This design comes from an exercise in tuning for small area, a short achievable clock period and few clock cycles per item on the open sky130 flow, not from production work.
Function was checked by simulation only, so behaviour that the tests miss may differ from the original.
Power and IR drop assume default switching activity.

==> flow/design.v, too long to show whole: its modules and the start of the top module <==
// module decision_tree_classifier: 160 lines
module decision_tree_classifier (
    input   wire    clk,
    input   wire    rst,
    input   wire    start,
    input   signed  [31:0]  psd_gamma,
    input   signed  [31:0]  psd_beta,
    input   signed  [31:0]  psd_alpha,
    input   signed  [31:0]  psd_theta,
    input   signed  [31:0]  psd_delta,
    input   signed  [31:0]  peak_amplitude,
    input           [ 7:0]  zero_counter,
    input   signed  [31:0]  dwt_gamma_max,
    input   signed  [31:0]  dwt_gamma_min,
    input   signed  [31:0]  dwt_gamma_mean,
    input   signed  [31:0]  dwt_gamma_sum,
    input   signed  [31:0]  dwt_beta_max,
    input   signed  [31:0]  dwt_beta_min,
    input   signed  [31:0]  dwt_beta_mean,
    input   signed  [31:0]  dwt_beta_sum,
    input   signed  [31:0]  dwt_alpha_max,
    input   signed  [31:0]  dwt_alpha_min,
    input   signed  [31:0]  dwt_alpha_mean,
    input   signed  [31:0]  dwt_alpha_sum,
    input   signed  [31:0]  dwt_theta_max,
    input   signed  [31:0]  dwt_theta_min,
    input   signed  [31:0]  dwt_theta_mean,
    input   signed  [31:0]  dwt_theta_sum,
    input   signed  [31:0]  dwt_delta_max,
    input   signed  [31:0]  dwt_delta_min,
    input   signed  [31:0]  dwt_delta_mean,
    input   signed  [31:0]  dwt_delta_sum,
    output  reg             done,
    output  wire    [3:0]   class_label
);
  // ...
==> flow/flow/run.sh <==
#!/bin/bash
# Own layout flow: the standard ORFS flow and synthesis script, with three changes:
#  - ABC maps the logic with flow/abc.script (delay-targeted map) instead of ORFS's script;
#  - the port buffers are buf_1 instead of buffer_ports' default pick;
#  - the flow's timing repair aims at the setup margin set in flow/opts.sh.
# Each tool's output goes to the ORFS logs (orfs/logs/...) and to standard.log here.
set -euo pipefail
cd "$(dirname "$0")/.."
W=$(pwd)
source flow/opts.sh
cat > my_synth.tcl <<EOT
# synth_recipe.tcl with ABC's script replaced by flow/abc.script
proc abc {args} {
  set i [lsearch -exact \$args -script]
  if {\$i >= 0} { lset args [expr {\$i + 1}] $W/flow/abc.script }
  yosys abc {*}\$args
}
source $W/synth_recipe.tcl
EOT
sed "s#SYNTH_SCRIPT=[^ ]*synth_recipe.tcl#SYNTH_SCRIPT=$W/my_synth.tcl#" standard.sh > my_standard.sh
grep -q "SYNTH_SCRIPT=$W/my_synth.tcl" my_standard.sh
bash my_standard.sh > standard.log 2>&1
==> flow/flow/abc.script <==
strash
balance
rewrite
refactor
balance
rewrite
rewrite -z
balance
refactor -z
rewrite -z
balance
dch
map -D 1200
topo
stime -c
buffer -c
upsize -c
dnsize -c
==> flow/flow/opts.sh <==
export BUFFER_PORTS_ARGS="-buffer_cell sky130_fd_sc_hd__buf_1"
export SETUP_SLACK_MARGIN=9
export SETUP_SLACK_MARGIN=9.6
export SETUP_SLACK_MARGIN=9.3
==> flow/standard.sh <==
#!/bin/bash
# synth_recipe.tcl (not shown) runs the flow's synth.tcl, then flattens the netlist and writes it again
# the make line also repeats each setting of config.mk as NAME=value (left out here)
make -C /OpenROAD-flow-scripts/flow DESIGN_CONFIG=/design/flow/config.mk WORK_HOME=/design/flow/orfs CLKGATE_MAP_FILE= SYNTH_SCRIPT=/design/flow/synth_recipe.tcl "${@:-finish}"
==> flow/config.mk <==
export PLATFORM = sky130hd
export DESIGN_NAME = decision_tree_classifier
export DESIGN_NICKNAME = decision_tree_classifier
export VERILOG_FILES = /design/flow/design.v
export SDC_FILE = /design/flow/constraint.sdc
export NUM_CORES = 4
export LEC_CHECK = 0
export CAP_MARGIN = 20
export CORE_AREA = 5 5 265 265
export CTS_BUF_LIST = sky130_fd_sc_hd__clkbuf_8
export DIE_AREA = 0 0 270 270
export PLACE_DENSITY = 0.6
export SLEW_MARGIN = 20
export SYNTH_MEMORY_MAX_BITS = 65536
export TNS_END_PERCENT = 0
==> flow/constraint.sdc <==
create_clock -name core_clock -period 14.0 [get_ports {clk}]
set_input_delay 2.8000 -clock core_clock [delete_from_list [all_inputs] [get_ports {clk}]]
set_output_delay 2.8000 -clock core_clock [all_outputs]
set_load 0.01 [all_outputs]
==> out/qor.txt, run 1 <==
status: finished clean
Diodes inserted: 16
area share of the largest cell type after synthesis: 11.1%
Reg clk slew, reported paths: 0.10 ns
CP required: 14.16 ns
Place WS: 8.34 ns
initial antenna violation count: 36
grt met3 use: 3.61%
Layout clock area frac: 0.531%
maximum vdd drop: 0.0252 mV
post-layout net count: 2,697
Die W: 270 um
Seq. pwr: 44.7 uW
height of the die: 270 um
Post-CTS Setup Bufs: 2
Avg Cell Area, Syn: 5.33 sq um
setup TNS: 0 ns
Post-CTS Resized: 28
placed inst area: 9870 sq um
Remaining Overflow, GRT: 0
Post-Syn Area: 6260 sq um
fraction of area in multi-input gates: 53.6%
hpwl dp: 50.6 mm
Seq/Total Area, Yosys: 4.56%
CP Depth: 14
#MultiIn Comb: 961
Final Worst Setup Slack: 9.36 ns
NetSw: 174 uW
ys async rst share: 7.14%
pwr dens: 31.9 nW/um^2
Biggest Area Class: multi-input combinational cells
most frequent cells in the layout: buf_1, inv_1, nor2_1
CP Class: input pin to flip-flop
CTS Buffer Depth: 2
Synth warnings: 1
number of placed I/O pins: 848
Logic power comb: 238 uW
Final Max Slew Viols: 0
drt pass-1 iters: 7
crit path launch: psd_gamma[24]
Testbench counts, summed over its fixed seeds: cycles 3,200, items 3,200.
==> inputs of run 2 (changes only) <==
==> flow/flow/opts.sh (replaced) <==
export BUFFER_PORTS_ARGS="-buffer_cell sky130_fd_sc_hd__buf_1"
export SETUP_SLACK_MARGIN=9
export SETUP_SLACK_MARGIN=9.6
export SETUP_SLACK_MARGIN=10
==> run 2 against run 1 <==
Against the previous run:
- power decreased by 0.76%
- critical path type unchanged
- via count increased by 1.2%
- worst setup slack improved by 0.0041 ns
- still clean
==> out/qor.txt, run 2 <==
DRC violations left: 0 (unchanged)
Post-DRT Antenna Nets: 0 (unchanged)
clk sink count: 14 (unchanged)
Mapped Cells: 1,173 (unchanged)
DR vias/cell: 4.28 (was 4.23)
Synth warnings: 1 (unchanged)
PortBufs: 668 (unchanged)
fillers: 7,907 (was 7,993)
Synth Flop Type: dfxtp_1 (unchanged)
CP startpoint kind: input pin (unchanged)
total die area: 72,900 sq um (unchanged)
drt wl/cell: 20.2 um (was 20.0 um)
Place WS: 8.07 ns (was 8.34 ns)
setup TNS: 0 ns (unchanged)
Final Cycle Share: 33.1% (was 33.2%)
drt initial violations: 567 (was 639)
post-route insts no fill: 2,741 (was 2,742)
Reg clk slew, reported paths: 0.08 ns (was 0.10 ns)
initial antenna violation count: 30 (was 36)
Finish-stage setup viols: 0 (unchanged)
switching part of the total: 53.0% (was 52.5%)
height of the die: 270 um (unchanged)
clock power share: 11.7% (was 14.6%)
area share of the largest cell type after synthesis: 11.1% (unchanged)
Max-Cap Viols: 0 (unchanged)
pwr dens: 31.1 nW/um^2 (was 31.9 nW/um^2)
CP required: 14.20 ns (was 14.16 ns)
FMAX: 0.216 GHz (was 0.215 GHz)
routed vias: 11,727 (was 11,592)
CP endpoint kind: flip-flop (unchanged)
number of synthesized register bits: 14 (unchanged)
Cell variety after synth: 70 (unchanged)
first-pass GRT wire length: 75.0 mm (was 74.8 mm)
ys async rst share: 7.14% (unchanged)
Hold Slack: 2.32 ns (was 2.31 ns)
most frequent cells in the layout: buf_1, inv_1, nor2_1 (unchanged)
NetSw: 174 uW (about the same)
CP Class: input pin to flip-flop (unchanged)
crit path DAT: 4.84 ns (was 4.80 ns)
Die W: 270 um (unchanged)
GPL Wtd Cong: 0.991 (was 0.959)
CTS Buffer Depth: 2 (unchanged)
Rows: 95 (unchanged)
vias in the first global route: 11,645 (was 11,514)
Post-Syn Area: 6260 sq um (unchanged)
internal power: 154 uW (was 157 uW)
Remaining Overflow, GRT: 0 (unchanged)
drt pass-1 iters: 5 (was 7)
initial core utilization: 9.32% (unchanged)
cts hold-fix bufs: 0 (unchanged)
RSZ-0062 raised after global routing: yes (unchanged)
Pleak: 0.00358 uW (was 0.00353 uW)
Area growth syn-to-layout: 68.7% (was 65.6%)
maximum vdd drop: 0.0207 mV (was 0.0252 mV)
CTS H-Tree Depth: 1 (unchanged)
largest net degree at the start of global routing: 9 (unchanged)
Reg power frac: 13.4% (was 13.5%)
Final Worst Setup Slack: 9.36 ns (about the same)
layout cells sized above 1: 7.34% (was 6.15%)
max_slew headroom: 49.6% (was 31.7%)
status: finished clean (unchanged)
drt total wl: 55.4 mm (was 54.8 mm)
Synth area leader: inv_1 (unchanged)
final count of hold timing violations: 0 (unchanged)
Worst Path Max Fanout: 4 (was 5)
Post-Route Utilization: 15.7% (was 15.4%)
CTS buffer count: 3 (unchanged)
Logic pwr share: 74.9% (was 71.9%)
synth cell count leaders: inv_1, nor2_1, nand2_1, a21oi_1, nand3_1 (unchanged)
commonest non-fill, non-tap cell in the layout: buf_1 (unchanged)
worst-margin pin slew: 0.746 ns (was 1.01 ns)
EDFF count, synth: 0 (unchanged)
top cells by area, synth: inv_1, nor2_1, a21oi_1 (unchanged)
floorplan core area: 67,200 sq um (unchanged)
CTS tree: built (unchanged)
hpwl dp: 51.3 mm (was 50.6 mm)
clk root buf: clkbuf_8 (unchanged)
post-layout net count: 2,697 (unchanged)
Placed Cells: 2,716 (was 2,715)
Avg Cell Area, Syn: 5.33 sq um (unchanged)
Seq/Total Area, Yosys: 4.56% (unchanged)
Tightest Hold Check Type: input pin to asynchronous set/reset pin (unchanged)
most frequent cell after synthesis: inv_1 (unchanged)
Final Max Slew Viols: 0 (unchanged)
Tmin final: 4.64 ns (about the same)
number of placed I/O pins: 848 (unchanged)
Overall Global Routing Usage: 13.9% (was 13.8%)
## run 2: cell count changes in the layout (fill, tap and decap cells not counted), sizes merged
cell / change
diode: -1
buf: +11
inv: +1
clkbuf: -12
## run 2: kinds of logic after synthesis
group / share of synthesized area, %
AOI/OAI and AO/OA: 39.7
muxes: 0.320
buffers and inverters: 12.2
other: 0.0599
and+or+nand+nor: 43.1
DFF: 4.56
## run 2: power by group through the flow
stage          Sequential, uW  Clock (uW)  Combinational [uW]
3_3_place_gp             45.1           0                 230
6_report                 44.1        38.3                 246
5_1_grt                  44.5        39.4                 274
3_5_place_dp             45.1           0                 231
4_1_cts                  44.2        39.1                 247
2_1_floorplan            44.7           0                90.1
## run 2: area by class of cell
type / count / area, sq um / share of cell area [%]
clock inverter: 1 / 3.75 / 0.0356
timing repair buffer: 679 / 2630 / 24.9
tap: 873 / 1090 / 10.3
sequential: 14 / 285 / 2.70
clock buffer: 3 / 41.3 / 0.391
antenna: 15 / 37.5 / 0.356
multi-input combinational: 961 / 5730 / 54.2
inverter: 195 / 737 / 6.98
## run 2: stage by stage
stage                     cell area [sq um]  total power, uW
after detailed placement               9870              276
final                                 10600              328
after global placement                 9870              275
after global routing                  10500              358
after floorplan                        6270              135
after CTS                             10500              331
## run 2: routing by layer
metal	share of wire (%)	wire, um	vias up	GRT usage (%)
met5	0.17	93	-	0
met4	4.3	2370	16	5.34
met3	8.8	4870	87	3.72
met2	50	27600	649	25.7
met1	37	20400	5326	15.2
li1	-	-	5649	-
## run 2: worst max-delay path, cell delays in order
cell,delay (ns)
buf_1,0.08
nor3_2,0.27
nand3_1,0.21
nor2_4,0.18
inv_2,0.07
nor2_2,0.15
nand3_2,0.15
nand2_2,0.18
o2111ai_1,0.13
o211ai_1,0.31
a31oi_1,0.16
a21oi_1,0.14
## run 2: worst paths after layout
check	startpoint	cells after the start	end	slack (ns)
worst max-delay path	psd_alpha[27]	12	sub_q4$_DFF_P_	9.36
min in group core_clock	start	1	done$_DFF_PP0_	2.62
worst min-delay path	rst	2	done$_DFF_PP0_	2.32
max in group asynchronous	rst	2	done$_DFF_PP0_	11.59
## run 2: what timing repair did
item	CTS	global route
pin swaps	28	6
resized for setup	120	11
setup endpoints to repair	11	11
setup buffers	6	0
==> inputs of run 3 (changes only) <==
==> flow/flow/opts.sh (replaced) <==
# Settings for flow/run.sh (environment variables the ORFS scripts read).
# Port buffers: the smallest buffer rather than buffer_ports' default pick.
export BUFFER_PORTS_ARGS="-buffer_cell sky130_fd_sc_hd__buf_1"
# Timing repair aims below the real period (14 ns - 9.6 ns); config.mk's
# TNS_END_PERCENT 0 keeps it to the worst path.
export SETUP_SLACK_MARGIN=9.6
--- a/flow/config.mk
+++ b/flow/config.mk
@@ -9,7 +9,7 @@
 export CORE_AREA = 5 5 265 265
 export CTS_BUF_LIST = sky130_fd_sc_hd__clkbuf_8
 export DIE_AREA = 0 0 270 270
-export PLACE_DENSITY = 0.6
+export PLACE_DENSITY = 0.75
 export SLEW_MARGIN = 20
 export SYNTH_MEMORY_MAX_BITS = 65536
 export TNS_END_PERCENT = 0
==> run 3 against run 2 <==
Against the previous run:
- global-route usage is 0.20 points lower
- routed wire length hardly changed
- utilization down 0.33 points
- critical path depth fell by 1
- largest power group unchanged
- highest routed layer unchanged
==> out/qor.txt, run 3 <==
status: finished clean (unchanged)
drt total wl: 55.3 mm (was 55.4 mm)
Seq/Total Area, Yosys: 4.56% (unchanged)
Top Family by Delay on Critical Path: compound AO/OA/AOI/OAI gates (was simple AND/OR/NAND/NOR gates)
multiplexer share of the synthesized area: 0.320% (unchanged)
post-layout net count: 2,695 (was 2,697)
switching part of the total: 51.6% (was 53.0%)
drt pass-1 iters: 7 (was 5)
synth cell count leaders: inv_1, nor2_1, nand2_1, a21oi_1, nand3_1 (unchanged)
area share of the largest cell type after synthesis: 11.1% (unchanged)
pwr dens: 31.6 nW/um^2 (was 31.1 nW/um^2)
CP endpoint kind: flip-flop (unchanged)
largest net degree at the start of global routing: 9 (unchanged)
crit path DAT: 4.89 ns (was 4.84 ns)
worst-margin pin slew: 0.925 ns (was 0.746 ns)
clock power share: 13.7% (was 11.7%)
CTS Buffer Depth: 2 (unchanged)
clk root buf: clkbuf_8 (unchanged)
routed vias: 11,720 (was 11,727)
GPL Wtd Cong: 1.03 (was 0.991)
Cell variety after synth: 70 (unchanged)
Tightest Hold Check Type: input pin to asynchronous set/reset pin (unchanged)
top cells by area, synth: inv_1, nor2_1, a21oi_1 (unchanged)
Worst Path Max Fanout: 4 (unchanged)
Post-Syn Area: 6260 sq um (unchanged)
Register Area: 285 sq um (unchanged)
Post-Synth XOR/XNOR Area: 0% (unchanged)
largest family of logic cells by synthesized area: simple AND/OR/NAND/NOR gates (unchanged)
Final Cycle Share: 33.6% (was 33.1%)
EDFF count, synth: 0 (unchanged)
CTS H-Tree Depth: 1 (unchanged)
Reg clk slew, reported paths: 0.08 ns (about the same)
max incr delay on CP: 0.28 ns (was 0.31 ns)
fillers: 7,878 (was 7,907)
Synth area leader: inv_1 (unchanged)
Synth Flop Type: dfxtp_1 (unchanged)
most frequent cell after synthesis: inv_1 (unchanged)
Finish-stage setup viols: 0 (unchanged)
height of the die: 270 um (unchanged)
Synth Area in Adders: 0% (unchanged)
maximum vdd drop: 0.0188 mV (was 0.0207 mV)
initial core utilization: 9.32% (unchanged)
Overall Global Routing Usage: 13.7% (was 13.9%)
CP startpoint kind: input pin (unchanged)
drt initial violations: 721 (was 567)
Pleak: 0.00352 uW (was 0.00358 uW)
Mapped Cells: 1,173 (unchanged)
hpwl dp: 50.3 mm (was 51.3 mm)
Synth Area in Compound Gates: 39.7% (unchanged)
Max-Cap Viols: 0 (unchanged)
floorplan core area: 67,200 sq um (unchanged)
vias in the first global route: 11,313 (was 11,645)
DR vias/cell: 4.28 (about the same)
Tmin final: 4.70 ns (was 4.64 ns)
final count of hold timing violations: 0 (unchanged)
Area growth syn-to-layout: 65.1% (was 68.7%)
Die W: 270 um (unchanged)
Rows: 95 (unchanged)
FMAX: 0.213 GHz (was 0.216 GHz)
CTS buffer count: 3 (unchanged)
Avg Cell Area, Syn: 5.33 sq um (unchanged)
drt wl/cell: 20.2 um (about the same)
number of placed I/O pins: 848 (unchanged)
DRC violations left: 0 (unchanged)
Reg power frac: 13.7% (was 13.4%)
initial antenna violation count: 25 (was 30)
Tot Pwr: 326 uW (was 328 uW)
clk sink count: 14 (unchanged)
multi-input logic area: 5500 sq um (was 5730 sq um)
commonest non-fill, non-tap cell in the layout: buf_1 (unchanged)
NetSw: 168 uW (was 174 uW)
Remaining Overflow, GRT: 0 (unchanged)
Logic pwr share: 72.6% (was 74.9%)
first-pass GRT wire length: 74.2 mm (was 75.0 mm)
layout cells sized above 1: 5.62% (was 7.34%)
setup TNS: 0 ns (unchanged)
max_slew headroom: 37.7% (was 49.6%)
total die area: 72,900 sq um (unchanged)
CP bufs+invs: 1 (was 2)
Post-DRT Antenna Nets: 0 (unchanged)
ys async rst share: 7.14% (unchanged)
CP Depth: 11 (was 12)
CP Class: input pin to flip-flop (unchanged)
internal power: 158 uW (was 154 uW)
crit path launch: peak_amplitude[3] (was psd_alpha[27])
most frequent cells in the layout: buf_1, inv_1, nor2_1 (unchanged)
worst-path cell chain: buf_1 -> or2_1 -> nor2_1 -> o311ai_1 -> nand3_1 -> a21oi_1 -> or2_1 -> a31oi_1 -> a21oi_2 -> nand3_1 -> o22ai_1 (was buf_1 -> nor3_2 -> nand3_1 -> nor2_4 -> inv_2 -> nor2_2 -> nand3_2 -> nand2_2 -> o2111ai_1 -> o211ai_1 -> a31oi_1 -> a21oi_1)
RSZ-0062 raised after global routing: yes (unchanged)
PortBufs: 668 (unchanged)
Synth warnings: 1 (unchanged)
Final Max Slew Viols: 0 (unchanged)
CTS tree: built (unchanged)
CP required: 14.19 ns (was 14.20 ns)
Critical Path Slowest Stage Cell: o311ai_1 (was o211ai_1)
area share of and/or/nand/nor cells after synthesis: 43.1% (unchanged)
number of synthesized register bits: 14 (unchanged)
run 3: cell families after synthesis:
logic type,after synthesis
DFF,14
muxes,2
and+or+nand+nor,572
AOI/OAI and AO/OA,384
other,1
buffers and inverters,200
run 3: per-layer routing:
layer  global-route usage (%)  vias up  part of all wire, %
li1                         -     5644                    -
met1                     15.5     5225                   38
met2                     25.4      737                   49
met3                     3.94       96                  9.2
met4                     3.48       18                  3.4
met5                        0        -                 0.21
run 3: worst max path at each step:
stage | slack (ns) | to
3_5_place_dp | 8.51 | sub_q11$_DFF_P_
4_1_cts | 9.19 | sub_q11$_DFF_P_
2_1_floorplan | 9.74 | sub_q9$_DFF_P_
3_3_place_gp | 8.54 | sub_q11$_DFF_P_
5_1_grt | 9.18 | sub_q11$_DFF_P_
6_report | 9.30 | sub_q5$_DFF_P_
run 3: metrics by stage:
step                util (%)  std cells  setup WS, ns  area (sq um)  hold WS (ns)
floorplan                  -       1175          9.74          6260          2.53
global placement        14.7       2715          8.54          9860          2.67
detailed placement      14.7       2715          8.51          9860          2.68
CTS                     15.0       2722          9.19         10100          2.39
global route            15.4       2735          9.18         10300          2.40
finish                  15.4       2739          9.30         10300          2.39
run 3: area by class of cell:
type	count	area share [%]
Sequential cell	14	2.76
Inverter	195	7.11
Tap cell	873	10.6
Clock buffer	4	0.533
Multi-Input combinational cell	961	53.3
Antenna cell	15	0.363
Timing Repair Buffer	677	25.4
run 3: power groups by stage:
| stage | logic (uW) | registers (uW) | clock network, uW |
|---|---|---|---|
| after floorplan | 90.0 | 44.7 | 0 |
| after global placement | 223 | 45.4 | 0 |
| after detailed placement | 225 | 45.4 | 0 |
| after CTS | 231 | 44.5 | 46.7 |
| after global routing | 263 | 44.8 | 49.0 |
| final | 237 | 44.5 | 44.8 |
run 3: timing repair:
item | 4_1_cts | 5_1_grt
pin swaps | 10 | 26
gates resized for setup | 39 | 49
setup endpoints to repair | 6 | 6
buffers inserted | 3 | 2
hold buffers | 0 | 0
==> inputs of run 4 (changes only) <==
--- a/flow/config.mk
+++ b/flow/config.mk
@@ -9,7 +9,8 @@
 export CORE_AREA = 5 5 265 265
 export CTS_BUF_LIST = sky130_fd_sc_hd__clkbuf_8
 export DIE_AREA = 0 0 270 270
-export PLACE_DENSITY = 0.75
+export GPL_ROUTABILITY_DRIVEN = 0
+export PLACE_DENSITY = 0.6
 export SLEW_MARGIN = 20
 export SYNTH_MEMORY_MAX_BITS = 65536
 export TNS_END_PERCENT = 0
==> run 4 against run 3 <==
Against the previous run:
- still clean on timing, DRC and antenna
- sequential power barely moved
- cell count rose by 0.37%
- clock power rose by 4%
- via count rose by 0.19%
- die area did not move
- non-clock buffer count rose by 4
- sequential cell count did not move
- synthesized cell count did not move
- combinational power rose by 3%
- routed wire length fell by 1.4%
- global-route usage fell by 0.11 points
- worst setup slack improved by 0.046 ns
- largest power group unchanged
==> out/qor.txt, run 4 <==
Tightest Hold Check Type: input pin to asynchronous set/reset pin (unchanged)
commonest non-fill, non-tap cell in the layout: buf_1 (unchanged)
Post-DRT Antenna Nets: 0 (unchanged)
area share of the largest cell type after synthesis: 11.1% (unchanged)
drt wl/cell: 19.8 um (was 20.2 um)
multiplexer share of the synthesized area: 0.320% (unchanged)
max incr delay on CP: 0.42 ns (was 0.28 ns)
cts hold-fix bufs: 0 (unchanged)
largest family of logic cells by synthesized area: simple AND/OR/NAND/NOR gates (unchanged)
post-layout net count: 2,699 (was 2,695)
Synth Flop Type: dfxtp_1 (unchanged)
Cell variety after synth: 70 (unchanged)
number of placed I/O pins: 848 (unchanged)
Synth Area in Adders: 0% (unchanged)
worst-margin pin slew: 0.629 ns (was 0.925 ns)
initial antenna violation count: 39 (was 25)
CP endpoint kind: flip-flop (unchanged)
most frequent cells in the layout: buf_1, inv_1, nor2_1 (unchanged)
Remaining Overflow, GRT: 0 (unchanged)
CP dominant cell by count: o22ai_2
Synth warnings: 1 (unchanged)
largest net degree at the start of global routing: 9 (unchanged)
RSZ-0062 raised after global routing: yes (unchanged)
first-pass GRT wire length: 73.9 mm (was 74.2 mm)
Final Max Slew Viols: 0 (unchanged)
drt pass-1 iters: 5 (was 7)
Mapped Cells: 1,173 (unchanged)
max_slew headroom: 57.8% (was 37.7%)
CP required: 14.17 ns (was 14.19 ns)
status: finished clean (unchanged)
Overall Global Routing Usage: 13.6% (was 13.7%)
Tmin final: 4.65 ns (was 4.70 ns)
clk root buf: clkbuf_8 (unchanged)
Seq/Total Area, Yosys: 4.56% (unchanged)
area share of and/or/nand/nor cells after synthesis: 43.1% (unchanged)
Worst Path Max Fanout: 5 (was 4)
Critical Path Slowest Stage Cell: o211ai_1 (was o311ai_1)
post-route insts no fill: 2,749 (was 2,739)
synth cell count leaders: inv_1, nor2_1, nand2_1, a21oi_1, nand3_1 (unchanged)
Top Family by Delay on Critical Path: compound AO/OA/AOI/OAI gates (unchanged)
DRC violations left: 0 (unchanged)
vias in the first global route: 11,307 (was 11,313)
placed inst area: 9880 sq um (was 9860 sq um)
Synth area leader: inv_1 (unchanged)
CP Class: input pin to flip-flop (unchanged)
Rows: 95 (unchanged)
fillers: 7,860 (was 7,878)
number of synthesized register bits: 14 (unchanged)
initial core utilization: 9.32% (unchanged)
Synth Area in Compound Gates: 39.7% (unchanged)
Tot Pwr: 334 uW (was 326 uW)
clk sink count: 14 (unchanged)
total die area: 72,900 sq um (unchanged)
Post-Route Utilization: 15.6% (was 15.4%)
floorplan core area: 67,200 sq um (unchanged)
FMAX: 0.215 GHz (was 0.213 GHz)
CTS H-Tree Depth: 1 (unchanged)
Max-Cap Viols: 0 (unchanged)
Pleak: 0.00356 uW (was 0.00352 uW)
Post-Syn Area: 6260 sq um (unchanged)
most frequent cell after synthesis: inv_1 (unchanged)
crit path DAT: 4.82 ns (was 4.89 ns)
Finish-stage setup viols: 0 (unchanged)
Final Cycle Share: 33.2% (was 33.6%)
Reg clk slew, reported paths: 0.10 ns (was 0.08 ns)
final count of hold timing violations: 0 (unchanged)
drt total wl: 54.6 mm (was 55.3 mm)
CTS Buffer Depth: 2 (unchanged)
pwr dens: 31.8 nW/um^2 (was 31.6 nW/um^2)
final instance area: 10,500 sq um (was 10,300 sq um)
Avg Cell Area, Syn: 5.33 sq um (unchanged)
EDFF count, synth: 0 (unchanged)
Post-Synth XOR/XNOR Area: 0% (unchanged)
DR vias/cell: 4.27 (was 4.28)
ys async rst share: 7.14% (unchanged)
PortBufs: 668 (unchanged)
hpwl dp: 49.7 mm (was 50.3 mm)
layout cells sized above 1: 6.90% (was 5.62%)
Placed Cells: 2,716 (was 2,715)
Area growth syn-to-layout: 67.8% (was 65.1%)
setup TNS: 0 ns (unchanged)
routed vias: 11,742 (was 11,720)
top cells by area, synth: inv_1, nor2_1, a21oi_1 (unchanged)
CP startpoint kind: input pin (unchanged)
CTS tree: built (unchanged)
CTS buffer count: 3 (unchanged)
height of the die: 270 um (unchanged)
CP bufs+invs: 1 (unchanged)
maximum vdd drop: 0.0359 mV (was 0.0188 mV)
drt initial violations: 671 (was 721)
Die W: 270 um (unchanged)
worst-path cell chain: buf_8 -> or2_4 -> a2111oi_4 -> o22ai_2 -> o21ai_2 -> a211oi_4 -> o211ai_1 -> a21oi_1 -> o21ai_1 -> o22ai_2 (was buf_1 -> or2_1 -> nor2_1 -> o311ai_1 -> nand3_1 -> a21oi_1 -> or2_1 -> a31oi_1 -> a21oi_2 -> nand3_1 -> o22ai_1)
-- run 4: timing repair --
item / CTS / global route
pin swaps: 20 / 16
endpoints found under the setup margin: 5 / 6
resized for setup: 80 / 32
setup buffers: 5 / 3
-- run 4: cell families after synthesis --
group | Yosys count
other cells | 1
mux | 2
compound gates | 384
flops | 14
simple gates | 572
buf+inv | 200
-- run 4: worst paths after layout --
path                                   start         endpoint  slack, ns  depth (start not counted)
min in group core_clock                start   done$_DFF_PP0_       2.71                          1
max                        peak_amplitude[4]  sub_q11$_DFF_P_       9.35                         10
max in group asynchronous                rst   done$_DFF_PP0_      11.60                          2
min                                      rst   done$_DFF_PP0_       2.32                          2
-- run 4: final cells by class --
cell class,instances,area [sq um],area share (%)
Timing Repair Buffer,681,2650,25.2
Inverter,195,734,7.00
Tap cell,873,1090,10.4
Clock buffer,4,55.1,0.524
Sequential cell,14,285,2.72
Antenna cell,21,52.6,0.501
Multi-Input combinational cell,961,5630,53.7
-- run 4: routing by layer --
layer  part of all wire [%]  track usage, %  vias up
met1                     37            14.9     5231
met4                    4.9            5.30       18
met5                   0.17               0        -
li1                       -               -     5665
met2                     49            24.9      707
met3                    8.8            3.84      121
-- run 4: power breakdown --
part           internal (uW)  total, uW  switching [uW]
sequential              43.0       44.5            1.52
clock                   25.1       46.6            21.5
combinational           91.5        243             151
total                    160        334             175
-- run 4: per-stage QoR --
| step | setup WS, ns | hold WS (ns) |
|---|---|---|
| floorplan | 9.74 | 2.53 |
| global placement | 7.97 | 2.61 |
| detailed placement | 8.31 | 2.62 |
| CTS | 9.37 | 2.29 |
| global route | 9.21 | 2.29 |
| finish | 9.35 | 2.32 |
==> inputs of run 5 (changes only) <==
--- a/flow/config.mk
+++ b/flow/config.mk
@@ -9,7 +9,6 @@
 export CORE_AREA = 5 5 265 265
 export CTS_BUF_LIST = sky130_fd_sc_hd__clkbuf_8
 export DIE_AREA = 0 0 270 270
-export GPL_ROUTABILITY_DRIVEN = 0
 export PLACE_DENSITY = 0.6
 export SLEW_MARGIN = 20
 export SYNTH_MEMORY_MAX_BITS = 65536
==> run 5 against run 4 <==
Against the previous run:
- first-iteration DRC count fell by 7.6%
- synthesized cell count did not move
- hold slack got worse by 0.0071 ns
- critical path type unchanged
- largest cell class unchanged
- largest power group unchanged
- fmax rose by 1.1%
- cell count barely moved
- still clean
- highest routed layer unchanged
==> out/qor.txt, run 5 <==
RSZ-0062 raised after global routing: yes (unchanged)
Die W: 270 um (unchanged)
Max-Cap Viols: 0 (unchanged)
setup TNS: 0 ns (unchanged)
Tightest Hold Check Type: input pin to asynchronous set/reset pin (unchanged)
synth cell count leaders: inv_1, nor2_1, nand2_1, a21oi_1, nand3_1 (unchanged)
Final Max Slew Viols: 0 (unchanged)
number of synthesized register bits: 14 (unchanged)
Synth warnings: 1 (unchanged)
cts hold-fix bufs: 0 (unchanged)
Remaining Overflow, GRT: 0 (unchanged)
max incr delay on CP: 0.46 ns (was 0.42 ns)
drt initial violations: 620 (was 671)
Area growth syn-to-layout: 66.5% (was 67.8%)
CTS H-Tree Depth: 1 (unchanged)
commonest non-fill, non-tap cell in the layout: buf_1 (unchanged)
maximum vdd drop: 0.0253 mV (was 0.0359 mV)
GPL Wtd Cong: 0.959
post-route insts no fill: 2,748 (was 2,749)
Finish-stage setup viols: 0 (unchanged)
clk sink count: 14 (unchanged)
FMAX: 0.217 GHz (was 0.215 GHz)
Reg clk slew, reported paths: 0.10 ns (about the same)
status: finished clean (unchanged)
Pleak: 0.00354 uW (was 0.00356 uW)
layout cells sized above 1: 6.15% (was 6.90%)
Tmin final: 4.60 ns (was 4.65 ns)
number of placed I/O pins: 848 (unchanged)
CP startpoint kind: input pin (unchanged)
CP Class: input pin to flip-flop (unchanged)
final instance area: 10,400 sq um (was 10,500 sq um)
Overall Global Routing Usage: 13.8% (was 13.6%)
clk root buf: clkbuf_8 (unchanged)
initial antenna violation count: 37 (was 39)
CTS Buffer Depth: 2 (unchanged)
Final Cycle Share: 32.9% (was 33.2%)
final count of hold timing violations: 0 (unchanged)
floorplan core area: 67,200 sq um (unchanged)
initial core utilization: 9.32% (unchanged)
drt wl/cell: 19.9 um (was 19.8 um)
ys async rst share: 7.14% (unchanged)
CTS buffer count: 3 (unchanged)
Post-Syn Area: 6260 sq um (unchanged)
Hold Slack: 2.31 ns (was 2.32 ns)
largest net degree at the start of global routing: 9 (unchanged)
post-layout net count: 2,699 (unchanged)
worst-path cell chain: buf_2 -> a21oi_1 -> nor3b_1 -> o31ai_1 -> a31oi_1 -> o41ai_2 -> nand4_1 -> nand2_1 -> nand3_1 -> a31oi_1 -> a21oi_1 (was buf_8 -> or2_4 -> a2111oi_4 -> o22ai_2 -> o21ai_2 -> a211oi_4 -> o211ai_1 -> a21oi_1 -> o21ai_1 -> o22ai_2)
drt pass-1 iters: 8 (was 5)
crit path DAT: 4.77 ns (was 4.82 ns)
Mapped Cells: 1,173 (unchanged)
EDFF count, synth: 0 (unchanged)
DR vias/cell: 4.21 (was 4.27)
Synth Flop Type: dfxtp_1 (unchanged)
CP endpoint kind: flip-flop (unchanged)
Placed Cells: 2,715 (was 2,716)
Rows: 95 (unchanged)
Avg Cell Area, Syn: 5.33 sq um (unchanged)
Critical Path Slowest Stage Cell: o41ai_2 (was o211ai_1)
hpwl dp: 50.6 mm (was 49.7 mm)
Seq/Total Area, Yosys: 4.56% (unchanged)
first-pass GRT wire length: 74.8 mm (was 73.9 mm)
Post-Route Utilization: 15.5% (was 15.6%)
most frequent cells in the layout: buf_1, inv_1, nor2_1 (unchanged)
total die area: 72,900 sq um (unchanged)
vias in the first global route: 11,586 (was 11,307)
DRC violations left: 0 (unchanged)
worst-margin pin slew: 0.729 ns (was 0.629 ns)
max_slew headroom: 51.1% (was 57.8%)
CP required: 14.17 ns (about the same)
Post-DRT Antenna Nets: 0 (unchanged)
area share of the largest cell type after synthesis: 11.1% (unchanged)
top cells by area, synth: inv_1, nor2_1, a21oi_1 (unchanged)
CTS tree: built (unchanged)
pwr dens: 31.8 nW/um^2 (about the same)
most frequent cell after synthesis: inv_1 (unchanged)
Cell variety after synth: 70 (unchanged)
placed inst area: 9870 sq um (was 9880 sq um)
drt total wl: 54.8 mm (was 54.6 mm)
height of the die: 270 um (unchanged)
PortBufs: 668 (unchanged)
routed vias: 11,576 (was 11,742)
Synth area leader: inv_1 (unchanged)
Worst Path Max Fanout: 6 (was 5)
-- run 5: cell count changes in the layout (fill, tap and decap cells not counted), sizes merged --
cell | previous run | this run
diode | 21 | 20
-- run 5: cell families (layout without fill, tap and decap cells) --
group                  after synthesis  in the layout  share of synthesized area (%)
buffers and inverters              200            880                           12.2
flip-flops                          14             14                           4.56
other                                1             23                         0.0599
AND/OR/NAND/NOR                    572            572                           43.1
multiplexers                         2              2                          0.320
AO/OA/AOI/OAI                      384            384                           39.7
-- run 5: worst max-delay path by stage --
| stage | start | to | slack (ns) | cells past startpoint |
|---|---|---|---|---|
| 3_3_place_gp | psd_gamma[24] | sub_q8$_DFF_P_ | 7.79 | 10 |
| 6_report | peak_amplitude[5] | sub_q4$_DFF_P_ | 9.40 | 11 |
| 3_5_place_dp | dwt_gamma_min[9] | sub_q11$_DFF_P_ | 8.34 | 12 |
| 2_1_floorplan | psd_gamma[28] | sub_q9$_DFF_P_ | 9.74 | 10 |
| 5_1_grt | psd_gamma[7] | sub_q11$_DFF_P_ | 9.27 | 12 |
| 4_1_cts | psd_delta[2] | sub_q11$_DFF_P_ | 9.39 | 12 |
-- run 5: area by class of cell --
class / instances / area, sq um
Antenna cell: 20 / 50.0
Clock buffer: 4 / 55.1
Fill cell: 7987 / 56700
Inverter: 195 / 734
Multi-Input combinational cell: 961 / 5580
Sequential cell: 14 / 285
Tap cell: 873 / 1090
Timing Repair Buffer: 681 / 2620
-- run 5: per-layer routing --
layer	global-route usage, %	vias up	wire (um)
li1	-	5668	-
met1	15.0	5145	20200
met2	25.3	622	27000
met3	3.60	121	4610
met4	5.66	20	2840
met5	0	-	125
-- run 5: timing repair --
item,in CTS,in global routing
endpoints found under the setup margin,7,6
resized for setup,74,15
endpoints found under the hold margin,0,0
pin swaps,15,9
setup buffers,5,4
-- run 5: metrics by stage --
step / setup WS, ns / power [uW]
global route: 9.27 / 365
floorplan: 9.74 / 135
detailed placement: 8.34 / 273
finish: 9.40 / 331
global placement: 7.79 / 272
CTS: 9.39 / 336
-- run 5: power breakdown --
part	leakage [uW]	switching, uW	internal [uW]
logic	0.00340	149	89.5
registers	0.000121	1.67	43.0
clock network	0.0000289	23.1	25.1
-- run 5: critical path, delay by kind of cell --
family          cells  cell delay, ns
buf+inv             1            0.14
compound gates      6            1.37
simple gates        4            0.45
==> inputs of run 6 (changes only) <==
--- a/flow/flow/opts.sh
+++ b/flow/flow/opts.sh
@@ -4,3 +4,4 @@
 # Timing repair aims below the real period (14 ns - 9.6 ns); config.mk's
 # TNS_END_PERCENT 0 keeps it to the worst path.
 export SETUP_SLACK_MARGIN=9.6
+export SETUP_MOVE_SEQUENCE="unbuffer,sizeup,swap,buffer"
==> run 6 against run 5 <==
Against the previous run:
- fmax stayed put
- critical endpoint unchanged
- largest power group unchanged
- final area unchanged
- still clean on timing, DRC and antenna
- non-clock buffer count unchanged
- sequential share of layout area unchanged
- utilization unchanged
- critical path depth did not move
- critical path type unchanged
- largest cell class unchanged
- synthesized cell count unchanged
- highest routed layer unchanged
==> out/qor.txt, run 6 <==
status: finished clean (unchanged)
Synth area leader: inv_1 (unchanged)
Post-Route Utilization: 15.5% (unchanged)
Area growth syn-to-layout: 66.5% (unchanged)
commonest non-fill, non-tap cell in the layout: buf_1 (unchanged)
Reg clk slew, reported paths: 0.10 ns (about the same)
number of synthesized register bits: 14 (unchanged)
Tmin final: 4.60 ns (unchanged)
number of placed I/O pins: 848 (unchanged)
Max-Cap Viols: 0 (unchanged)
drt pass-1 iters: 8 (unchanged)
max_slew headroom: 51.1% (unchanged)
CTS buffer count: 3 (unchanged)
Remaining Overflow, GRT: 0 (unchanged)
CP startpoint kind: input pin (unchanged)
Cell variety after synth: 70 (unchanged)
EDFF count, synth: 0 (unchanged)
routed vias: 11,576 (unchanged)
height of the die: 270 um (unchanged)
Avg Cell Area, Syn: 5.33 sq um (unchanged)
Hold Slack: 2.31 ns (unchanged)
Tightest Hold Check Type: input pin to asynchronous set/reset pin (unchanged)
drt wl/cell: 19.9 um (unchanged)
Synth warnings: 1 (unchanged)
setup TNS: 0 ns (unchanged)
FMAX: 0.217 GHz (unchanged)
placed inst area: 9870 sq um (unchanged)
initial antenna violation count: 37 (unchanged)
Mapped Cells: 1,173 (unchanged)
post-route insts no fill: 2,748 (unchanged)
vias in the first global route: 11,586 (unchanged)
drt total wl: 54.8 mm (unchanged)
CP endpoint kind: flip-flop (unchanged)
clk sink count: 14 (unchanged)
pwr dens: 31.8 nW/um^2 (unchanged)
final count of hold timing violations: 0 (unchanged)
clk root buf: clkbuf_8 (unchanged)
Post-DRT Antenna Nets: 0 (unchanged)
largest net degree at the start of global routing: 9 (unchanged)
total die area: 72,900 sq um (unchanged)
area share of the largest cell type after synthesis: 11.1% (unchanged)
PortBufs: 668 (unchanged)
Synth Flop Type: dfxtp_1 (unchanged)
DR vias/cell: 4.21 (unchanged)
first-pass GRT wire length: 74.8 mm (unchanged)
Final Cycle Share: 32.9% (unchanged)
crit path DAT: 4.77 ns (about the same)
cts hold-fix bufs: 0 (unchanged)
layout cells sized above 1: 6.15% (unchanged)
floorplan core area: 67,200 sq um (unchanged)
Final Max Slew Viols: 0 (unchanged)
post-layout net count: 2,699 (unchanged)
initial core utilization: 9.32% (unchanged)
fillers: 7,987 (unchanged)
hpwl dp: 50.6 mm (unchanged)
GPL Wtd Cong: 0.959 (unchanged)
CP Class: input pin to flip-flop (unchanged)
Rows: 95 (unchanged)
most frequent cell after synthesis: inv_1 (unchanged)
Finish-stage setup viols: 0 (unchanged)
Seq/Total Area, Yosys: 4.56% (unchanged)
final instance area: 10,400 sq um (unchanged)
RSZ-0062 raised after global routing: yes (unchanged)
maximum vdd drop: 0.0253 mV (unchanged)
worst-margin pin slew: 0.729 ns (unchanged)
synth cell count leaders: inv_1, nor2_1, nand2_1, a21oi_1, nand3_1 (unchanged)
DRC violations left: 0 (unchanged)
CTS Buffer Depth: 2 (unchanged)
top cells by area, synth: inv_1, nor2_1, a21oi_1 (unchanged)
Pleak: 0.00354 uW (unchanged)
most frequent cells in the layout: buf_1, inv_1, nor2_1 (unchanged)
drt initial violations: 620 (unchanged)
CTS H-Tree Depth: 1 (unchanged)
ys async rst share: 7.14% (unchanged)
Die W: 270 um (unchanged)
Placed Cells: 2,715 (unchanged)
Overall Global Routing Usage: 13.8% (unchanged)
Post-Syn Area: 6260 sq um (unchanged)
CP required: 14.17 ns (about the same)
CTS tree: built (unchanged)
Worst Path Max Fanout: 6 (unchanged)
run 6: cell counts after synthesis:
Identical to the previous run, type by type.
run 6: per-stage QoR:
stage / power [uW] / worst slack (ns)
floorplan: 135 / 9.74
global placement: 272 / 7.79
detailed placement: 273 / 8.34
CTS: 336 / 9.39
global route: 365 / 9.27
finish: 331 / 9.40
run 6: how the worst max path moves through the flow:
| stage | from | end | slack [ns] | cells after the start |
|---|---|---|---|---|
| 2_1_floorplan | psd_gamma[28] | sub_q9$_DFF_P_ | 9.74 | 10 |
| 3_3_place_gp | psd_gamma[24] | sub_q8$_DFF_P_ | 7.79 | 10 |
| 3_5_place_dp | dwt_gamma_min[9] | sub_q11$_DFF_P_ | 8.34 | 12 |
| 4_1_cts | psd_delta[2] | sub_q11$_DFF_P_ | 9.39 | 12 |
| 5_1_grt | psd_gamma[7] | sub_q11$_DFF_P_ | 9.27 | 12 |
| 6_report | peak_amplitude[5] | sub_q4$_DFF_P_ | 9.40 | 11 |
run 6: worst max-delay path: stages:
cell     delay (ns)
buf_2          0.14
a21oi_1        0.24
nor3b_1        0.09
o31ai_1        0.29
a31oi_1        0.17
o41ai_2        0.46
nand4_1        0.14
nand2_1        0.12
nand3_1        0.10
a31oi_1        0.16
a21oi_1        0.05
run 6: area by class of cell:
class                           instances  area (sq um)  share of cell area [%]
Multi-Input combinational cell        961          5580                    53.5
Timing Repair Buffer                  681          2620                    25.2
Tap cell                              873          1090                    10.5
Inverter                              195           734                    7.05
Sequential cell                        14           285                    2.74
Clock buffer                            4          55.1                   0.529
Antenna cell                           20          50.0                   0.480
run 6: repair_timing:
action                     CTS  global route
resized for setup           74            15
hold endpoints to repair     0             0
setup endpoints to repair    7             6
setup buffers                5             4
pin swaps                   15             9
run 6: power breakdown:
group	switching (uW)	internal, uW
clock	23.1	25.1
sequential	1.67	43.0
combinational	149	89.5
run 6: kinds of logic (layout without fill, tap and decap cells):
family	after synthesis	after routing	synth area share, %
AOI/OAI and AO/OA	384	384	39.7
buffers and inverters	200	880	12.2
DFF	14	14	4.56
muxes	2	2	0.320
other	1	23	0.0599
and+or+nand+nor	572	572	43.1
run 6: metal layers:
layer / vias to the layer above / routed length (um) / GRT usage [%]
li1: 5668 / - / -
met1: 5145 / 20200 / 15.0
met2: 622 / 27000 / 25.3
met3: 121 / 4610 / 3.60
met4: 20 / 2840 / 5.66
met5: - / 125 / 0
==> inputs of run 7 (changes only) <==
--- a/flow/flow/opts.sh
+++ b/flow/flow/opts.sh
@@ -4,4 +4,3 @@
 # Timing repair aims below the real period (14 ns - 9.6 ns); config.mk's
 # TNS_END_PERCENT 0 keeps it to the worst path.
 export SETUP_SLACK_MARGIN=9.6
-export SETUP_MOVE_SEQUENCE="unbuffer,sizeup,swap,buffer"
--- a/flow/config.mk
+++ b/flow/config.mk
@@ -6,9 +6,9 @@
 export NUM_CORES = 4
 export LEC_CHECK = 0
 export CAP_MARGIN = 20
-export CORE_AREA = 5 5 265 265
+export CORE_AREA = 5 5 250 250
 export CTS_BUF_LIST = sky130_fd_sc_hd__clkbuf_8
-export DIE_AREA = 0 0 270 270
+export DIE_AREA = 0 0 255 255
 export PLACE_DENSITY = 0.6
 export SLEW_MARGIN = 20
 export SYNTH_MEMORY_MAX_BITS = 65536
==> run 7 against run 6 <==
Against the previous run:
- synthesized cell count unchanged
- worst setup slack worse by 0.11 ns
- sequential cell count unchanged
- critical path depth down 2
- clock power down 4.6%
- largest power group unchanged
- highest routed layer unchanged
==> out/qor.txt, run 7 <==
status: finished clean (unchanged)
Final Cycle Share: 33.7% (was 32.9%)
ys async rst share: 7.14% (unchanged)
Post-DRT Antenna Nets: 0 (unchanged)
CP Class: input pin to flip-flop (unchanged)
Synth area leader: inv_1 (unchanged)
crit path DAT: 4.86 ns (was 4.77 ns)
Mapped Cells: 1,173 (unchanged)
fillers: 6,999 (was 7,987)
DR vias/cell: 4.40 (was 4.21)
largest net degree at the start of global routing: 9 (unchanged)
CTS H-Tree Depth: 1 (unchanged)
met1 wire length: 19.6 mm (was 20.2 mm)
Avg Cell Area, Syn: 5.33 sq um (unchanged)
final count of hold timing violations: 0 (unchanged)
Final Max Slew Viols: 0 (unchanged)
CP startpoint kind: input pin (unchanged)
Seq/Total Area, Yosys: 4.56% (unchanged)
Die W: 255 um (was 270 um)
drt initial violations: 818 (was 620)
Worst Path Max Fanout: 3 (was 6)
clk sink count: 14 (unchanged)
Max-Cap Viols: 0 (unchanged)
most frequent cells in the layout: buf_1, inv_1, nor2_1 (unchanged)
drt total wl: 53.9 mm (was 54.8 mm)
Remaining Overflow, GRT: 0 (unchanged)
CTS tree: built (unchanged)
height of the die: 255 um (was 270 um)
clk root buf: clkbuf_8 (unchanged)
EDFF count, synth: 0 (unchanged)
CTS buffer count: 3 (unchanged)
Rows: 89 (was 95)
Post-Syn Area: 6260 sq um (unchanged)
met2 wire length: 27.5 mm (was 27.0 mm)
total die area: 65,000 sq um (was 72,900 sq um)
max_slew headroom: 37.7% (was 51.1%)
CP endpoint kind: flip-flop (unchanged)
initial core utilization: 10.6% (was 9.32%)
maximum vdd drop: 0.0206 mV (was 0.0253 mV)
number of synthesized register bits: 14 (unchanged)
FMAX: 0.212 GHz (was 0.217 GHz)
number of placed I/O pins: 848 (unchanged)
Pleak: 0.00351 uW (was 0.00354 uW)
DRC violations left: 0 (unchanged)
initial antenna violation count: 38 (was 37)
commonest non-fill, non-tap cell in the layout: buf_1 (unchanged)
setup TNS: 0 ns (unchanged)
Tightest Hold Check Type: input pin to asynchronous set/reset pin (unchanged)
hpwl dp: 49.9 mm (was 50.6 mm)
routed vias: 11,612 (was 11,576)
drt wl/cell: 20.4 um (was 19.9 um)
floorplan core area: 59,200 sq um (was 67,200 sq um)
RSZ-0062 raised after global routing: yes (unchanged)
CTS Buffer Depth: 2 (unchanged)
vias in the first global route: 10,980 (was 11,586)
top cells by area, synth: inv_1, nor2_1, a21oi_1 (unchanged)
Reg clk slew, reported paths: 0.08 ns (was 0.10 ns)
layout cells sized above 1: 4.70% (was 6.15%)
area share of the largest cell type after synthesis: 11.1% (unchanged)
Synth Flop Type: dfxtp_1 (unchanged)
Synth warnings: 1 (unchanged)
Finish-stage setup viols: 0 (unchanged)
GPL Wtd Cong: 0.969 (was 0.959)
Tmin final: 4.71 ns (was 4.60 ns)
max layer used: met5 (unchanged)
Area growth syn-to-layout: 62.5% (was 66.5%)
Cell variety after synth: 70 (unchanged)
first-pass GRT wire length: 69.1 mm (was 74.8 mm)
pwr dens: 32.1 nW/um^2 (was 31.8 nW/um^2)
drt pass-1 iters: 5 (was 8)
most frequent cell after synthesis: inv_1 (unchanged)
PortBufs: 668 (unchanged)
worst-margin pin slew: 0.922 ns (was 0.729 ns)
synth cell count leaders: inv_1, nor2_1, nand2_1, a21oi_1, nand3_1 (unchanged)
Overall Global Routing Usage: 14.6% (was 13.8%)
post-layout net count: 2,695 (was 2,699)
met3 wire length: 4.92 mm (was 4.61 mm)
CP required: 14.14 ns (was 14.17 ns)
Post-Route Utilization: 17.2% (was 15.5%)
-- run 7: timing repair --
| action | CTS | global route |
|---|---|---|
| pin swaps | 6 | 13 |
| gates resized for setup | 35 | 27 |
| endpoints found under the setup margin | 6 | 8 |
| gates cloned | 0 | 0 |
| hold buffers | 0 | 0 |
| buffers inserted | 3 | 4 |
-- run 7: cell type report --
type | instances | area, sq um | share of cell area (%)
Multi-Input combinational cell | 961 | 5490 | 54.0
Timing Repair Buffer | 677 | 2600 | 25.6
Tap cell | 773 | 967 | 9.51
Inverter | 195 | 734 | 7.22
Sequential cell | 14 | 285 | 2.81
Clock buffer | 4 | 55.1 | 0.541
Antenna cell | 15 | 37.5 | 0.369
-- run 7: worst paths after layout --
path | from | to | slack (ns) | cells past startpoint
hold / removal | rst | done$_DFF_PP0_ | 2.32 | 2
min in group core_clock | start | done$_DFF_PP0_ | 2.63 | 1
setup / recovery | dwt_beta_min[1] | sub_q5$_DFF_P_ | 9.29 | 9
max in group asynchronous | rst | done$_DFF_PP0_ | 11.59 | 2
-- run 7: worst max-delay path, stage by stage --
cell and delay, ns:
buf_1 0.10, o31ai_1 0.49, a31oi_1 0.18, o311ai_1 0.28
a31oi_1 0.12, o41ai_1 0.40, o2111ai_1 0.19, o211ai_1 0.19
o22ai_1 0.10
-- run 7: kinds of logic (layout without fill, tap and decap cells) --
logic type      after synthesis  after routing  synth area share (%)
compound gates              384            384                  39.7
mux                           2              2                 0.320
buf+inv                     200            876                  12.2
other cells                   1             18                0.0599
simple gates                572            572                  43.1
flops                        14             14                  4.56
-- run 7: where the power goes --
group / leakage (uW) / total [uW] / internal (uW) / switching [uW]
clock: 0.0000289 / 46.0 / 25.1 / 20.9
sequential: 0.000121 / 44.5 / 43.0 / 1.52
combinational: 0.00336 / 236 / 88.5 / 147
total: 0.00351 / 326 / 157 / 170
-- run 7: routing by layer --
layer  track usage, %  up-vias
li1                 -     5654
met3             3.83      104
met2             27.8      623
met1             16.0     5207
met4             4.07       24
met5                0        -
-- run 7: through the flow --
step | hold slack [ns] | instances | worst slack [ns] | total power (uW) | cell area (sq um)
2_1_floorplan | 2.53 | 1175 | 9.74 | 135 | 6260
3_3_place_gp | 2.61 | 2613 | 7.96 | 271 | 9730
3_5_place_dp | 2.61 | 2613 | 7.95 | 272 | 9730
4_1_cts | 2.31 | 2620 | 9.20 | 328 | 9980
5_1_grt | 2.32 | 2635 | 9.16 | 356 | 10200
6_report | 2.32 | 2639 | 9.29 | 326 | 10200

[separate check: timing with driven ports]
In the flow no input, the clock included, has a driving cell. The finished layouts below were timed again as built, in two steps.
Step 1 assumes that a clkbuf_16 drives the clock port and a buf_2 every other input.
Step 2 adds t to the input delays and takes it off the output delays; t is the mean of the earliest and latest rising clock arrival at the registers after step 1. Input paths then give back, and output paths get back, about the clock's delay inside the block.
Three values: ideal, step 1, step 2; two values: the first two.
run | t (ns) | setup slack, ns | worst setup path at the end
run 1 | 0.302 | 9.359 / 9.366 / 9.064 | input to register
run 2 | 0.301 | 9.363 / 9.383 / 9.081 | input to register
run 3 | 0.295 | 9.301 / 9.302 / 9.007 | input to register
run 4 | 0.296 | 9.347 / 9.340 / 9.043 | input to register
run 5 | 0.301 | 9.397 / 9.386 / 9.084 | input to register
run 6 | 0.301 | 9.397 / 9.386 / 9.084 | input to register
run 7 | 0.306 | 9.287 / 9.239 / 8.933 | input to register
After both steps every run listed still meets setup and hold. For run 7, which loses most, drivers alone change the setup slack by -0.048 ns; drivers and shift together by -0.354 ns.
